What follows belongs to an exercise in optimizing a design on an open flow for small area; a production flow would make more cautious choices. Function was checked by simulation only, so behaviour that the tests miss may differ from the original. Power is estimated from default activity; no workload was simulated.

### flow/config.mk
export PLATFORM = sky130hd
export DESIGN_NAME = CPU
export DESIGN_NICKNAME = CPU
export VERILOG_FILES = /design/flow/design.v
export SDC_FILE = /design/flow/constraint.sdc
export NUM_CORES = 4
export LEC_CHECK = 0
export CAP_MARGIN = 20
export CORE_MARGIN = 2
export CORE_UTILIZATION = 40
export SETUP_SLACK_MARGIN = 0.2
export SLEW_MARGIN = 20
### flow/constraint.sdc
create_clock -name core_clock -period 7.0 [get_ports {clk}]
set_input_delay 1.4000 -clock core_clock [delete_from_list [all_inputs] [get_ports {clk}]]
set_output_delay 1.4000 -clock core_clock [all_outputs]
set_load 0.01 [all_outputs]
### flow/design.v
module    Prgm_Counter(clk, reset, PCsrc, address, PCreg);
input                 PCsrc, clk, reset;
input         [8 : 0] address;
output    reg [7 : 0] PCreg;
wire          [7 : 0] temp;
assign    temp = PCreg + 1;
always@(posedge clk, negedge reset)
begin
    if (reset == 0) begin
        PCreg = 0;
	end
    else begin
        if (PCsrc == 1)
            PCreg = temp + address;
        else
            PCreg = temp;
    end
end
endmodule
module ALU (ALUselect, ALUin1, ALUin2, ALUout);
    input		[3  : 0]	ALUselect;
    input		[15 : 0]	ALUin1, ALUin2;
    output	reg	[15 : 0]	ALUout;
    always@(*) 
    begin 
		if  (ALUselect == 0 || ALUselect == 5 || ALUselect == 7 || ALUselect == 8)
			ALUout = ALUin1 + ALUin2;
		else if (ALUselect == 1) 
			ALUout = ALUin1 << ALUin2;
		else if  (ALUselect == 2) 
			ALUout = ALUin1 >> ALUin2;
		else if (ALUselect == 3)
			ALUout = ALUin1 | ALUin2;
		else  if (ALUselect == 4)
			ALUout = ALUin1 & ALUin2;
		else if (ALUselect == 6)
			ALUout = ALUin2;
		else
			ALUout = 0;
    end
endmodule
module Control_Unit(clk, reset, inst_in, opCode, dst, src1, src2, shamt, iconst, jconst, regWrite, memWrite, PCsrc, memtoReg, ALUsrc);
input					clk, reset;
input		[15 : 0]	inst_in;
output		[3  : 0]	opCode;
output		[5  : 0]	iconst; 
output		[8  : 0]	jconst;
output		[2  : 0]	dst, src1, src2, shamt;
output	reg				regWrite, memWrite, PCsrc, memtoReg;  
output	reg	[1  : 0]	ALUsrc;  
assign	opCode	=	inst_in	[3  :  0];
assign	dst		=	inst_in	[6  :  4];
assign	src1	=	inst_in	[9  :  7];
assign	src2	=	inst_in	[12 : 10];
assign	shamt	=	inst_in	[15 : 13];
assign	iconst	=	inst_in	[15 : 10];
assign	jconst	=	inst_in	[12 :  4];
always@(*) begin
    if (reset == 0) begin
        regWrite	= 0;
        memWrite	= 0;
        PCsrc		= 0;
        memtoReg	= 0;
		ALUsrc		= 0;
    end  
    else begin  
        if (opCode < 4'b 1000)
            regWrite = 1'b 1;
        else
            regWrite = 1'b 0;
        if (opCode == 4'b 1000)
            memWrite = 1'b 1;
        else
            memWrite = 1'b 0;
        if (opCode == 4'b 1001)
            PCsrc = 1'b 1;
        else
            PCsrc = 1'b 0;
        if (opCode == 4'b 0111)
            memtoReg = 1'b 1;
        else
            memtoReg = 1'b 0;   
		if (opCode == 4'b 0101 || opCode == 4'b 0110 || opCode == 4'b 0111 || opCode == 4'b 1000)
			ALUsrc = 2'b 01;
		else if (opCode == 4'b 0001 || opCode == 4'b 0010)
			ALUsrc = 2'b 10;
		else
			ALUsrc = 2'b 00;
    end  
end
endmodule
module DataPath (clk, reset, ALUselect, dst, src1, src2, shamt, iconst, regWrite, memtoReg, memWrite, ALUsrc, reg0, reg1, reg2, reg3, reg4, reg5, reg6, reg7, dataMemValue0, dataMemValue1, dataMemValue2, dataMemValue3, dataMemValue4, dataMemValue5, dataMemValue6, dataMemValue7, ALUout, ALUin1, ALUin2, regDataIn);
output		[15 : 0]	reg0, reg1, reg2, reg3, reg4, reg5, reg6, reg7, dataMemValue0, dataMemValue1, dataMemValue2, dataMemValue3, dataMemValue4, dataMemValue5, dataMemValue6, dataMemValue7, ALUout, ALUin1;
output reg	[15 : 0]	ALUin2;
output reg	[15 : 0]	regDataIn;
input					clk, reset, regWrite, memtoReg, memWrite;
input		[1  : 0]	ALUsrc;
input		[2  : 0]	dst, src1, src2, shamt;
input  		[3  : 0]	ALUselect;
input		[5  : 0]	iconst;
reg			[127 : 0]	regFile;
reg			[511 : 0]	dataMem;
localparam	[511 : 0]	DMEM_RESET = {
	{19{16'd0}},
	16'b 0100, 16'b 0011, 16'b 0010, 16'b 0001, 16'b 0101,	 
	16'b 0101, 16'b 1100, 16'b 1000, 16'b 0011,				 
	16'b 0110, 16'b 0001, 16'b 0010, 16'b 0100				 
};
wire		[15 : 0]	nextData;
wire		[15 : 0]	memReadData;
wire		[15 : 0]	dstData;
wire					memInRange;
assign ALUin1	=	regFile[16*src1 +: 16];
assign dstData	=	regFile[16*dst +: 16];
ALU		DP1	(ALUselect, ALUin1, ALUin2, ALUout);
assign	  reg0 = regFile[  0 +: 16];
assign	  reg1 = regFile[ 16 +: 16];
assign    reg2 = regFile[ 32 +: 16];
assign    reg3 = regFile[ 48 +: 16];
assign    reg4 = regFile[ 64 +: 16];
assign    reg5 = regFile[ 80 +: 16];
assign    reg6 = regFile[ 96 +: 16];
assign    reg7 = regFile[112 +: 16];
assign	  dataMemValue0  = dataMem[  0 +: 16];
assign	  dataMemValue1  = dataMem[ 16 +: 16];
assign    dataMemValue2  = dataMem[ 32 +: 16];
assign    dataMemValue3  = dataMem[ 48 +: 16];
assign    dataMemValue4  = dataMem[ 64 +: 16];
assign    dataMemValue5  = dataMem[ 80 +: 16];
assign    dataMemValue6  = dataMem[ 96 +: 16];
assign    dataMemValue7  = dataMem[112 +: 16];
assign memInRange	=	(ALUout[15 : 5] == 11'd0);
assign memReadData	=	memInRange ? dataMem[16*ALUout[4 : 0] +: 16] : 16'd0;
assign nextData		=	(memtoReg == 1) ? memReadData : ALUout;
always@(posedge clk, negedge reset)
begin
	if (reset == 0) begin
		regFile	<=	128'd0;
		dataMem	<=	DMEM_RESET;
	end  
	else begin
		if (regWrite == 1)
			regFile[16*dst +: 16]			<=	nextData;
		if (memWrite == 1 && memInRange)
			dataMem[16*ALUout[4 : 0] +: 16]	<=	dstData;
	end  
end  
always@(posedge clk)
begin
	if (reset == 1)
		regDataIn	<=	nextData;
end
always@(*)
begin
	if (ALUsrc == 0)
		ALUin2	=	regFile[16*src2 +: 16];
	else if (ALUsrc == 1)
		ALUin2 = {10'd0, iconst};
	else if (ALUsrc == 2)
		ALUin2 = {13'd0, shamt};
	else
		ALUin2 = 16'd0;
end
endmodule
module	CPU(clk, reset, instr, pc, reg0, reg1, reg2, reg3, reg4, reg5, reg6, reg7, dataMemValue0, dataMemValue1, dataMemValue2, dataMemValue3, dataMemValue4, dataMemValue5, dataMemValue6, dataMemValue7, ALUout, ALUin1, ALUin2, regDataIn);
output	[15 : 0]	reg0, reg1, reg2, reg3, reg4, reg5, reg6, reg7, dataMemValue0, dataMemValue1, dataMemValue2, dataMemValue3, dataMemValue4, dataMemValue5, dataMemValue6, dataMemValue7, ALUout, ALUin1, ALUin2, regDataIn;
input				clk, reset;
input	[15 : 0]	instr;
output	[7  : 0]	pc;
wire	[7  : 0]	prgm_cntr;
wire 				PCsrc, regWrite, memWrite, memtoReg;
wire	[1  : 0]	ALUsrc;
wire 	[3  : 0]	opCode;
wire	[2	: 0]	dst, src1, src2, shamt;
wire	[5  : 0]	iconst;
wire	[8  : 0]	jconst;
assign pc		=	prgm_cntr;
Prgm_Counter	C1	(clk, reset, PCsrc, jconst, prgm_cntr);
Control_Unit	C2	(clk, reset, instr, opCode, dst, src1, src2, shamt, iconst, jconst, regWrite, memWrite, PCsrc, memtoReg, ALUsrc);
DataPath		C3	(clk, reset, opCode, dst, src1, src2, shamt, iconst, regWrite, memtoReg, memWrite, ALUsrc, reg0, reg1, reg2, reg3, reg4, reg5, reg6, reg7, dataMemValue0, dataMemValue1, dataMemValue2, dataMemValue3, dataMemValue4, dataMemValue5, dataMemValue6, dataMemValue7, ALUout, ALUin1, ALUin2, regDataIn);
endmodule
### flow/run.sh
#!/bin/bash
# synth_recipe.tcl (not shown) runs the flow's synth.tcl, then flattens the netlist and writes it again
# the make line also repeats each setting of config.mk as NAME=value (left out here)
make -C /OpenROAD-flow-scripts/flow DESIGN_CONFIG=/design/flow/config.mk WORK_HOME=/design/flow/orfs CLKGATE_MAP_FILE= SYNTH_SCRIPT=/design/flow/synth_recipe.tcl finish
==> summary.md, run 1 <==
| Metric | Value |
|---|---|
| Rel. slew slack | 0.295 |
| Vias in the first global route | 32.1k |
| Vias per cell | 5.90 |
| R2R Path Start | C3.regFile[96] |
| Die height | 314 um |
| Netlist cell types | 108 |
| Total congestion overflow | 0 |
| IO Pins | approximately 350 |
| Final nets | approximately 4.3k |
| Most common cell in the synthesized netlist | dfrtp_1 |
| TritonCTS clock tree | done |
| Clk_skew | roughly 48 ps |
| Critical Path RT | roughly 5600 ps |
| Iteration-0 DRC Markers | 3,568 |
| First-pass GRT wire length | 226 mm |
| Run status | timing/DRC/antenna clean |
| Period utilization | 0.971 |
| Routed WL | approximately 160 mm |
| Final setup fails | 0 |
| Clk pin slew, worst setup/hold paths | ~50 ps |
| Mean Syn Cell Area | between 10 and 15 um2 |
| Area leader, netlist | dfrtp_1 |
| Syn_nets | 3,728 |
| Crit-path cells | clkdlybuf4s50_1 -> buf_4 -> nand2_1 -> buf_4 -> buf_4 -> o22ai_1 -> a211oi_1 -> nor4_4 -> buf_4 -> nand4_4 -> buf_4 -> o221ai_1 -> a221o_2 -> o21a_4 -> clkdlybuf4s50_1 |
| Syn Inst Count | 3,662 |
| Crit path DAT | between 5000 and 6000 ps |
| Post-layout min period | between 6000 and 7000 ps |
| DP Wirelength | 115 mm |
| TritonCTS buffer count | 74 |
| Finished Layout Cells | 5,572 |
| Peak Freq | between 100 and 150 MHz |
| Pre-antenna DRT Iters | 6 |
| Hold path cells | 1 |
| Crit path max fanout | 7 |
| Pwr/cell area | 241 mW/mm2 |
| Initial antenna violation count | 3 |
| # clock sinks | 664 |
| Synth async-reset ratio | 0.976 |
| Cells after DPL | 5,422 |
| LEAKAGE | 22.9 nW |
| DR WL/cell | 27.9 um |
| #FFs+latches synth | 664 |
| Max-slew violation count | 0 |
| Netlist Area Pre-Place | 0.0385 mm2 |
| Maximum level of the CTS H-tree | 3 |
| Max-Cap Viols | 0 |
| Core Area | 0.0953 mm2 |
| Root buffer cell | clkbuf_16 |
| Layout area overhead | 28.2% |
| Crit path max-delay cell type | a211oi_1 |
| Final Wtd Congestion | 1.03 |
| Register-to-Register Path Depth | 25 |
| Site Rows | 113 |
| Remaining DRCs | 0 |
| Synth warnings | 4 |
| RSZ-0062 raised after global routing | true |
| DR vias | ~33k |
| Port buffer count | 345 |
| Fin Hold WS | 484 ps |
| Hold_sp | C3.dataMem[286] |
| Critical Path Start | instr[12] |
| Largest net degree at the start of global routing | about 130 |
| Max IR drop VDD | 0.154 mV |
| Largest stage delay, worst path | 820 ps |
| Setup crit start kind | input port |
| GRT Total Usage | 0.309 |
| Final Hold Viols | 0 |
| Post-synth EDFFs | 16 |
| Maximum clock insertion buffer count | 3 |
| Die X | 314 um |
| Crit end category | output pin |
| HP Class | reg -> reg |
| Hold Path End | C3.dataMem[286] |
| CP dominant cell by count | buf_4 |
| Layout cells sized above 1 | 0.281 |
| Total Die Area | about 0.1 mm2 |
| Synth area leaders | dfrtp_1 (41%), mux2_2 (8.5%), mux2_1 (7.5%) |
| Seq/Total Area, Yosys | 0.434 |
| Routed Antenna Nets | 0 |
| Ys flop type | dfrtp_1 |
| Antenna Cells | 0 |
| Initial core utilization | 0.404 |
| Post-layout power | between 10 and 15 mW |
| Crit path kind | in -> out |
| Critical R2R Capture | C3.dataMem[283] |
| R2R setup slack | roughly 1000 ps |
| Clock Latency Late Sink | 670 ps |
| Worst-margin pin slew | around 1100 ps |
| Post-synth top area share | 0.408 |
| Synth top cells by count | dfrtp_1 (629), nand2_1 (591), mux2_2 (291), mux2_1 (258), buf_4 (175) |
[per-stage QoR]
stage | utilization | setup WS, ps | setup TNS, ps | cell area, um2
3_5_place_dp | 0.487 | -271 | -73880 | 46400
3_3_place_gp | 0.487 | -287 | -46380 | 46400
5_1_grt | 0.518 | 159 | 0 | 49400
4_1_cts | 0.516 | 105 | 0 | 49200
6_report | 0.518 | 201 | 0 | 49400
2_1_floorplan | - | 203 | 0 | 38600
[cell families (layout without fill, tap and decap cells)]
kind of cell / Yosys count / in the layout / share of synthesized area
mux: 728 / 728 / 0.228
simple gates: 1062 / 1062 / 0.130
compound gates: 661 / 661 / 0.116
fa+ha+maj: 48 / 48 / 0.0160
buf+inv: 470 / 1115 / 0.0688
flops: 664 / 664 / 0.434
xor+xnor: 29 / 29 / 0.00659
[area by class of cell]
type | instances | area [um2]
clock buffers | 108 | 2250
well taps | 1265 | 1580
inverters | 64 | 249
flip-flops and latches | 664 | 16700
multi-input cells | 2528 | 19500
repair buffers | 919 | 8820
fillers | 8539 | 45900
clock inverters | 24 | 298
[how the worst max path moves through the flow]
| stage | to | slack, ps | cells past startpoint |
|---|---|---|---|
| floorplan | ALUout[14] | 200 | 18 |
| CTS | ALUout[12] | 110 | 21 |
| detailed placement | C3.dataMem[220] | -270 | 24 |
| finish | ALUout[6] | 200 | 15 |
| global placement | C3.regDataIn[4] | -290 | 25 |
| global route | ALUout[12] | 160 | 18 |
[sequential cells by signal, indices dropped and copies added (netlist names)]
| name | flops |
|---|---|
| C3.dataMem | 512 |
| C1.PCreg | 8 |
| C3.regFile | 128 |
| C3.regDataIn | 16 |
[placed cells by master (no fill, tap or decap), drive strengths merged, types with 18 or more instances in the layout]
cell type	netlist	layout
ha	46	46
inv	60	63
dfrtp	629	629
nand3	138	138
clkinv	4	20
mux2i	113	113
mux4	65	65
a31oi	47	47
xnor2	20	20
mux2	550	550
a22oi	63	63
a21oi	91	91
nor2b	22	22
and3	53	53
a22o	18	18
nor2	105	105
dfstp	19	19
nor3	43	43
nand4	32	32
o31ai	21	21
nand2	600	600
buf	273	581
o22ai	58	58
a211oi	32	32
clkdlybuf4s50	0	322
o21ai	194	194
clkbuf	133	109
[power breakdown]
part           total [mW]  internal (mW)  switching [mW]
Sequential           4.30           4.00           0.300
Combinational        3.54           1.49            2.05
Clock                4.07           2.36            1.70
[worst max-delay path, delay by kind of cell]
| kind | cells | cell delay, ps |
|---|---|---|
| buffers and inverters | 7 | 1900 |
| AND/OR/NAND/NOR | 3 | 440 |
| AO/OA/AOI/OAI | 5 | 1650 |
[metal layers]
layer  global-route usage  up-vias  share of wire
met1                0.415    16700           0.41
met2                0.483     1534           0.45
li1                     -    14300              -
met3               0.0525      335          0.078
met5                    0        -        0.00015
met4                0.158        4          0.058
[repair_timing]
| item | 4_1_cts | 5_1_grt |
|---|---|---|
| hold buffers | 0 | 0 |
| buffers inserted | 14 | 4 |
| gates cloned | 0 | 0 |
| resized for setup | 42 | 39 |
| pin swaps | 9 | 12 |
| endpoints found under the setup margin | 15 | 559 |
==> run 2, diff against run 1 <==
--- a/flow/config.mk
+++ b/flow/config.mk
@@ -7,6 +7,7 @@
 export LEC_CHECK = 0
+export ABC_AREA = 1
 export CAP_MARGIN = 20
 export CORE_MARGIN = 2
-export CORE_UTILIZATION = 40
-export SETUP_SLACK_MARGIN = 0.2
+export CORE_UTILIZATION = 60
+export SETUP_SLACK_MARGIN = 0.05
 export SLEW_MARGIN = 20
==> run 2 against run 1 <==
Compared with the run above: die area down 28%; setup slack improved by 57 ps; synthesized cell count is 61% higher; total power rose by 6.4%; count of clock-buffer cells in the layout is 8 lower; first-iteration DRC count is 53% higher; register-to-register slack improved by 710 ps; clock power about the same; critical path type unchanged; highest routed layer is now met4.
==> summary.md, run 2 <==
| Metric | Value |
|---|---|
| TritonCTS clock tree | done |
| Site Rows | 96 (-15%) |
| Post-layout min period | 6740 ps (-57.0 ps) |
| Setup crit start kind | input port |
| Routed WL | 152 mm (-2.6%) |
| Layout area overhead | 17.8% |
| Root buffer cell | clkbuf_16 |
| Final nets | 6,169 (+43%) |
| Initial antenna violation count | 1 (-2) |
| Vias in the first global route | 39.2k (+22%) |
| GRT Total Usage | 0.427 (+0.118) |
| DR vias | 41.6k (+26%) |
| Met3 GRT Util | 0.0802 (+0.0277) |
| Mean Syn Cell Area | 6.97 um2 (-34%) |
| Crit path DAT | 5340 ps (-60 ps) |
| Fin Hold WS | 472 ps (-12.7 ps) |
| Max reg flops | 512 (unchanged) |
| DP Wirelength | 104 mm (-9.5%) |
| Final Hold Viols | 0 (unchanged) |
| Vias per cell | 5.90 (about the same) |
| Total congestion overflow | 0 (unchanged) |
| Most frequent cells in the layout | nand2_1 (1,438), nand3_1 (905), inv_1 (871) |
| Syn Inst Count | 5,912 (+61%) |
| Clk pin slew, worst setup/hold paths | 50 ps (about the same) |
| Clock Latency Late Sink | 640 ps (-30 ps) |
| Remaining DRCs | 0 (unchanged) |
| Total Die Area | 0.0708 mm2 (-28%) |
| Clk_skew | 21.9 ps (-25.8 ps) |
| HP Class | reg -> reg |
| DR WL/cell | 21.5 um (-23%) |
| Maximum clock insertion buffer count | 3 (unchanged) |
| Seq/Total Area, Yosys | 0.406 (-0.0280) |
| Rel. slew slack | 0.206 (-0.0884) |
| Fill count | 5,680 (-33%) |
| Port buffer count | 345 (unchanged) |
| Synth warnings | 4 (unchanged) |
| Period utilization | 0.963 (-0.00814) |
| Grt peak-use layer | met2 |
| Crit path max fanout | 22 (+15) |
| Crit end category | output pin |
| Pwr/cell area | 261 mW/mm2 (+8.3%) |
| Pre-antenna DRT Iters | 8 (+2) |
| Synth area leaders | dfrtp_1 (38%), nand2_1 (13%), nand3_1 (11%) |
| Post-synth top area share | 0.382 (-0.0263) |
| Layout cells sized above 1 | 0.105 (-0.176) |
| Die X | 266 um (-15%) |
| First-pass GRT wire length | 232 mm (+2.7%) |
| Die height | 266 um (-15%) |
| Run status | timing/DRC/antenna clean |
| Initial core utilization | 0.604 (+0.199) |
| # clock sinks | 664 (unchanged) |
| Netlist cell types | 58 (-46%) |
| Ys flop type | dfrtp_1 |
| Peak Freq | 148 MHz (+0.85%) |
| TritonCTS buffer count | 75 (+1.4%) |
| Max-Cap Viols | 0 (unchanged) |
| Largest net degree at the start of global routing | 121 (-7.6%) |
| Most common cell in the synthesized netlist | nand2_1 |
| Synth top cells by count | nand2_1 (1,441), nand3_1 (907), inv_1 (873), dfrtp_1 (629), o21ai_0 (349) |
| Maximum level of the CTS H-tree | 3 (unchanged) |
| Routed Antenna Nets | 0 (unchanged) |
| Finished Layout Cells | 7,047 (+26%) |
| Met1 usage | 0.565 (+0.150) |
| RSZ-0062 raised after global routing | false |
| Iteration-0 DRC Markers | 5,443 (+53%) |
| Final setup fails | 0 (unchanged) |
| Cells after DPL | 6,906 (+27%) |
| Antenna Cells | 0 (unchanged) |
| Post-synth EDFFs | 16 (unchanged) |
| Worst-margin pin slew | 1190 ps (+136 ps) |
| Reg with most FFs | C3.dataMem |
| Crit path kind | in -> out |
| Met2 Use GR | 0.644 (+0.161) |
| #FFs+latches synth | 664 (unchanged) |
| Max IR drop VDD | 0.301 mV (+95%) |
| Critical Path RT | 5600 ps (about the same) |
| Syn_nets | 5,978 (+60%) |
| IO Pins | 346 (unchanged) |
| Commonest non-fill, non-tap cell in the layout | nand2_1 |
| Biggest regs | C3.dataMem x512, C3.regFile x128, C3.regDataIn x16 |
| Final Wtd Congestion | 1.05 (+1.6%) |
| Core Area | 0.0682 mm2 (-28%) |
| Netlist Area Pre-Place | 0.0412 mm2 (+6.9%) |
| Max-slew violation count | 0 (unchanged) |
| LEAKAGE | 23.8 nW (+4.1%) |
| Area leader, netlist | dfrtp_1 |
| Synth async-reset ratio | 0.976 (unchanged) |
run 2: cell count changes in the layout (fill, tap and decap cells not counted), moves of 65 or more:
| cell | change |
|---|---|
| a21oi_1 | +176 |
| buf_4 | -262 |
| inv_1 | +820 |
| mux2_1 | -258 |
| mux2_2 | -291 |
| mux2i_1 | -112 |
| mux4_2 | -65 |
| nand2_1 | +849 |
| nand3_1 | +782 |
| nor2_1 | +173 |
| o21ai_0 | +231 |
| o21ai_1 | +157 |
run 2: where the power goes:
part           leakage [nW]  switching, mW  total [mW]  internal [mW]
clock                  1.25           1.73        4.07           2.34
combinational          15.5           2.71        4.16           1.45
sequential             7.04          0.348        4.44           4.09
total                  23.8           4.78        12.7           7.89
run 2: path summary, 6_finish.rpt:
| check | from | endpoint | slack [ps] | cells after the start |
|---|---|---|---|---|
| setup / recovery | instr[12] | ALUout[5] | 260 | 21 |
| hold / removal | C3.dataMem[177] | C3.dataMem[177] | 470 | 2 |
| min in group asynchronous | reset | C3.dataMem[497] | 940 | 2 |
| hold reg to reg | C3.dataMem[177] | C3.dataMem[177] | 470 | 2 |
| setup reg to reg | C3.regFile[112] | C3.dataMem[110] | 1740 | 33 |
| max in group asynchronous | reset | C3.regFile[125] | 2340 | 6 |
run 2: layout make-up:
class                   count  area (um2)  area share
clock buffers             100        2080      0.0429
clock inverters            39         438     0.00902
inverters                 919        3460      0.0713
multi-input cells        3815       18400       0.379
flip-flops and latches    664       16700       0.344
well taps                 882        1100      0.0227
repair buffers            628        6340       0.131
run 2: critical path: stages:
cell and delay, ps:
clkdlybuf4s50_1 670, buf_4 220, buf_4 220, nand3_1 100, nand2_1 90, nor2_2 50, nor2_1 230, nand2_1 130
nor2_4 110, buf_12 170, nand3_1 120, nand2_1 120, nand3_1 100, a21oi_1 350, nand2_1 90, nand2_1 70
nand2_1 50, nand4_1 70, o21ai_0 160, inv_1 210, clkdlybuf4s50_1 570
run 2: through the flow:
stage	setup TNS, ps	area [um2]	total power [mW]	setup slack [ps]	utilization
after global routing	0	48500	13.2	55.9	0.711
after floorplan	0	41200	6.52	681	-
final	0	48500	12.7	258	0.711
after CTS	0	48500	12.6	70.4	0.710
after detailed placement	-121	45900	8.49	-64.6	0.673
after global placement	-105	45900	8.48	-52.9	0.673
run 2: kinds of logic after synthesis:
family          Yosys count  synth area share
simple gates           2760             0.293
flops                   664             0.406
compound gates          992             0.131
fa+ha+maj                48            0.0149
xor+xnor                 15           0.00319
buf+inv                1433             0.152
run 2: what timing repair did:
item | 4_1_cts | 5_1_grt
gates resized for setup | 7 | 20
setup buffers | 0 | 2
setup endpoints to repair | 3 | 10
pin swaps | 0 | 7
hold buffers | 0 | 0
gates cloned | 0 | 0
run 2: routing by layer:
layer  vias to the layer above  wire [um]
met5                         -          0
met4                         0      11200
met3                       576      15600
met2                      2553      66300
met1                     19400      58500
li1                      19000          -
==> run 3, diff against run 2 <==
--- a/flow/config.mk
+++ b/flow/config.mk
@@ -11,2 +11,4 @@
 export CORE_UTILIZATION = 60
+export CTS_BUF_LIST = sky130_fd_sc_hd__clkbuf_4 sky130_fd_sc_hd__clkbuf_8
+export CTS_CLUSTER_SIZE = 30
 export SETUP_SLACK_MARGIN = 0.05
==> run 3 against run 2 <==
Compared with the run above: count of clock-buffer cells in the layout increased by 88; setup slack improved by 19 ps; via count about the same; largest power group unchanged; largest cell class unchanged; utilization increased by 0.12 points; sequential share of layout area decreased by 0.057 points; routed wire length decreased by 0.28%; critical path type unchanged; first-iteration DRC count increased by 0.35%.
==> summary.md, run 3 <==
| Metric | Value |
|---|---|
| TritonCTS clock tree | done |
| Total Die Area | 0.0708 mm2 (unchanged) |
| Period utilization | 0.960 (-0.00272) |
| Crit path kind | in -> out |
| Met3 GRT Util | 0.0790 (-0.00120) |
| Grt peak-use layer | met2 |
| Vias in the first global route | 39.1k (-0.23%) |
| Maximum level of the CTS H-tree | 3 (unchanged) |
| Vias per cell | 5.84 (-1.1%) |
| Area leader, netlist | dfrtp_1 |
| Switching power | 4.78 mW (-0.11%) |
| Die height | 266 um (unchanged) |
| DR WL/cell | 21.2 um (-1.3%) |
| P_int | 7.78 mW (-1.4%) |
| Initial antenna violation count | 3 (+2) |
| Remaining DRCs | 0 (unchanged) |
| Crit path max fanout | 22 (unchanged) |
| LEAKAGE | 23.9 nW (+0.51%) |
| Maximum clock insertion buffer count | 3 (unchanged) |
| Crit-path cells | clkdlybuf4s50_1 -> buf_4 -> buf_4 -> nand3_1 -> nand2_1 -> nor2_2 -> nor2_1 -> nand2_1 -> nor2_4 -> buf_12 -> nand3_1 -> nand2_1 -> nand3_1 -> a21oi_1 -> nand2_1 -> nand2_1 -> nand2_1 -> nand4_1 -> o21ai_0 -> inv_1 -> clkdlybuf4s50_1 |
| Rel. slew slack | 0.213 (+0.00671) |
| Final Wtd Congestion | 1.05 (unchanged) |
| Most common cell in the synthesized netlist | nand2_1 |
| DR vias | 41.5k (-0.089%) |
| Crit path max-delay cell type | clkdlybuf4s50_1 |
| Part of the power in registers | 0.354 (+0.003) |
| RSZ-0062 raised after global routing | false |
| Clock network power share | 0.315 (-0.006) |
| Seq/Total Area, Yosys | 0.406 (unchanged) |
| Max-slew violation count | 0 (unchanged) |
| Critical Path RT | 5600 ps (about the same) |
| IO Pins | 346 (unchanged) |
| Switching Fraction | 0.381 (+0.00309) |
| Final nets | 6,206 (+0.60%) |
| First-pass GRT wire length | 231 mm (-0.53%) |
| Core Area | 0.0682 mm2 (unchanged) |
| Netlist cell types | 58 (unchanged) |
| Post-synth top area share | 0.382 (unchanged) |
| Root buffer cell | clkbuf_8 |
| Die X | 266 um (unchanged) |
| Post-synth EDFFs | 16 (unchanged) |
| Peak Freq | 149 MHz (+0.28%) |
| Total congestion overflow | 0 (unchanged) |
| Mean Syn Cell Area | 6.97 um2 (unchanged) |
| #FFs+latches synth | 664 (unchanged) |
| Routed WL | 151 mm (-0.28%) |
| Site Rows | 96 (unchanged) |
| Max-Cap Viols | 0 (unchanged) |
| Synth async-reset ratio | 0.976 (unchanged) |
| Max reg flops | 512 (unchanged) |
| Dpl cell area | 0.0459 mm2 (unchanged) |
| Post-Layout Inst Area | 0.0486 mm2 (+0.17%) |
| # clock sinks | 664 (unchanged) |
| Post-layout min period | 6720 ps (-19.1 ps) |
| Setup ws final | 277 ps (+19.1 ps) |
| Port buffer count | 345 (unchanged) |
| Fin Hold WS | 474 ps (+2.22 ps) |
| Clock Latency Late Sink | 810 ps (+170 ps) |
| Netlist Area Pre-Place | 0.0412 mm2 (unchanged) |
| Final setup fails | 0 (unchanged) |
| Syn Inst Count | 5,912 (unchanged) |
| Largest net degree at the start of global routing | 121 (unchanged) |
| CP dominant cell by count | nand2_1 |
| Syn_nets | 5,978 (unchanged) |
| Largest stage delay, worst path | 660 ps (about the same) |
| Met2 Use GR | 0.643 (-0.00191) |
| Synth top cells by count | nand2_1 (1,441), nand3_1 (907), inv_1 (873), dfrtp_1 (629), o21ai_0 (349) |
| Max IR drop VDD | 0.293 mV (-2.8%) |
| Synth warnings | 4 (unchanged) |
| Crit end category | output pin |
| Met1 usage | 0.562 (-0.00248) |
| Layout cells sized above 1 | 0.117 (+0.0126) |
| Crit path DAT | 5320 ps (-20 ps) |
| Setup crit start kind | input port |
| Biggest regs | C3.dataMem x512, C3.regFile x128, C3.regDataIn x16 |
| Clk pin slew, worst setup/hold paths | 50 ps (about the same) |
| Clk_skew | 75.9 ps (+54.0 ps) |
| Routed Antenna Nets | 0 (unchanged) |
| Iteration-0 DRC Markers | 5,462 (+0.35%) |
| GRT Total Usage | 0.425 (-0.00257) |
| Initial core utilization | 0.604 (unchanged) |
| Final Hold Viols | 0 (unchanged) |
| DP Wirelength | 104 mm (unchanged) |
| Layout area overhead | 18.0% |
| Commonest non-fill, non-tap cell in the layout | nand2_1 |
| Post-route core utilization | 0.713 (+0.00117) |
| Pwr/cell area | 258 mW/mm2 (-1.1%) |
| Run status | timing/DRC/antenna clean |
| Power share of the combinational group | 0.331 (+0.003) |
| Worst-margin pin slew | 1180 ps (-10.0 ps) |
| Synth area leaders | dfrtp_1 (38%), nand2_1 (13%), nand3_1 (11%) |
| Place WS | -64.6 ps (unchanged) |
| Ys flop type | dfrtp_1 |
| Pre-antenna DRT Iters | 7 (-1) |
| HP Class | reg -> reg |
| Most frequent cells in the layout | nand2_1 (1,438), nand3_1 (905), inv_1 (871) |
| TritonCTS buffer count | 112 (+49%) |
| Reg with most FFs | C3.dataMem |
## run 3: cell count changes in the layout (fill, tap and decap cells not counted), sizes merged
cell      before  now
clkbuf       102  190
clkinv        35   19
inv          916  915
diode          0    1
clkinvlp       1    3
bufinv         6    3
## run 3: final cells by class
cell class,instances,area [um2]
clock inverter,21,265
tap,882,1100
fill,5698,19600
inverter,919,3460
sequential,664,16700
timing repair buffer,628,6340
multi-input combinational,3815,18400
antenna,1,2.50
clock buffer,188,2330
## run 3: cell families (layout without fill, tap and decap cells)
| group | after synthesis | count (layout) | share of synthesized area |
|---|---|---|---|
| and+or+nand+nor | 2760 | 2760 | 0.293 |
| buffers and inverters | 1433 | 1756 | 0.152 |
| AOI/OAI and AO/OA | 992 | 992 | 0.131 |
| DFF | 664 | 664 | 0.406 |
| adders and majority gates | 48 | 48 | 0.0149 |
| xor gates and xnor gates | 15 | 15 | 0.00319 |
| other | 0 | 1 | 0 |
## run 3: power groups by stage
stage | Clock [mW] | Combinational [mW] | Sequential [mW]
floorplan | 0 | 2.06 | 4.46
global placement | 0 | 3.99 | 4.48
detailed placement | 0 | 4.01 | 4.48
CTS | 3.97 | 4.04 | 4.42
global route | 4.14 | 4.44 | 4.46
finish | 3.96 | 4.15 | 4.44
## run 3: critical path, delay by kind of cell
kind                   cells  cell delay (ps)
AND/OR/NAND/NOR           13             1340
AO/OA/AOI/OAI              2              490
buffers and inverters      6             2060
## run 3: final timing paths
check	startpoint	endpoint	slack (ps)	depth (start not counted)
min reg2reg	C3.dataMem[177]	C3.dataMem[177]	470	2
max	instr[12]	ALUout[5]	280	21
max reg2reg	C3.regFile[80]	C3.regFile[60]	1730	32
min in group asynchronous	reset	C3.dataMem[497]	760	2
max in group asynchronous	reset	C3.regFile[31]	2460	6
min	C3.dataMem[177]	C3.dataMem[177]	470	2
## run 3: metal layers
metal / vias to the layer above / routed length, um
met5: - / 12
li1: 19100 / -
met4: 2 / 10800
met1: 19400 / 59000
met3: 531 / 15400
met2: 2551 / 66000
## run 3: metrics by stage
step	power, mW	std cells	setup TNS [ps]
2_1_floorplan	6.52	5912	0
3_3_place_gp	8.48	6906	-105
3_5_place_dp	8.49	6906	-121
4_1_cts	12.4	7115	0
5_1_grt	13.0	7118	0
6_report	12.6	7118	0
## run 3: repair_timing
| action | in CTS | in global routing |
|---|---|---|
| pin swaps | 0 | 7 |
| hold buffers | 0 | 0 |
| gates cloned | 0 | 0 |
| gates resized for setup | 7 | 20 |
| endpoints found under the setup margin | 3 | 10 |
| buffers inserted | 0 | 2 |

[port drivers added, routing unchanged]
No port has a modelled driver above. Below, the same layouts with a new extraction and two added sets of constraints. Step 1: set_driving_cell puts a clkbuf_16 on clk and a buf_2 on each other input, an assumption about the parent block. Step 2 adds t to the input delays and takes it off the output delays; t is the mean of the earliest and latest rising clock arrival at the registers after step 1. Input paths then give back, and output paths get back, about the clock's delay inside the block. a / b / c = ideal ports / drivers / drivers and shift; a / b = the first two.
run | shift t [ns] | setup WS [ns] | hold slack, ns | slew at the worst register clock pin (ns)
run 1 | 0.714 | 0.201 / 0.148 / -0.315 | 0.484 / 0.484 / 0.484 | 0.07 / 0.07
run 2 | 0.702 | 0.258 / 0.236 / 0.102 | 0.472 / 0.472 / 0.472 | 0.06 / 0.06
run 3 | 0.836 | 0.277 / 0.255 / 0.093 | 0.474 / 0.474 / 0.474 | 0.07 / 0.07
Met with ideal ports but missed after step 2: setup timing in run 1. For run 1, which loses most, drivers alone change the setup slack by -0.053 ns; drivers and shift together by -0.516 ns.
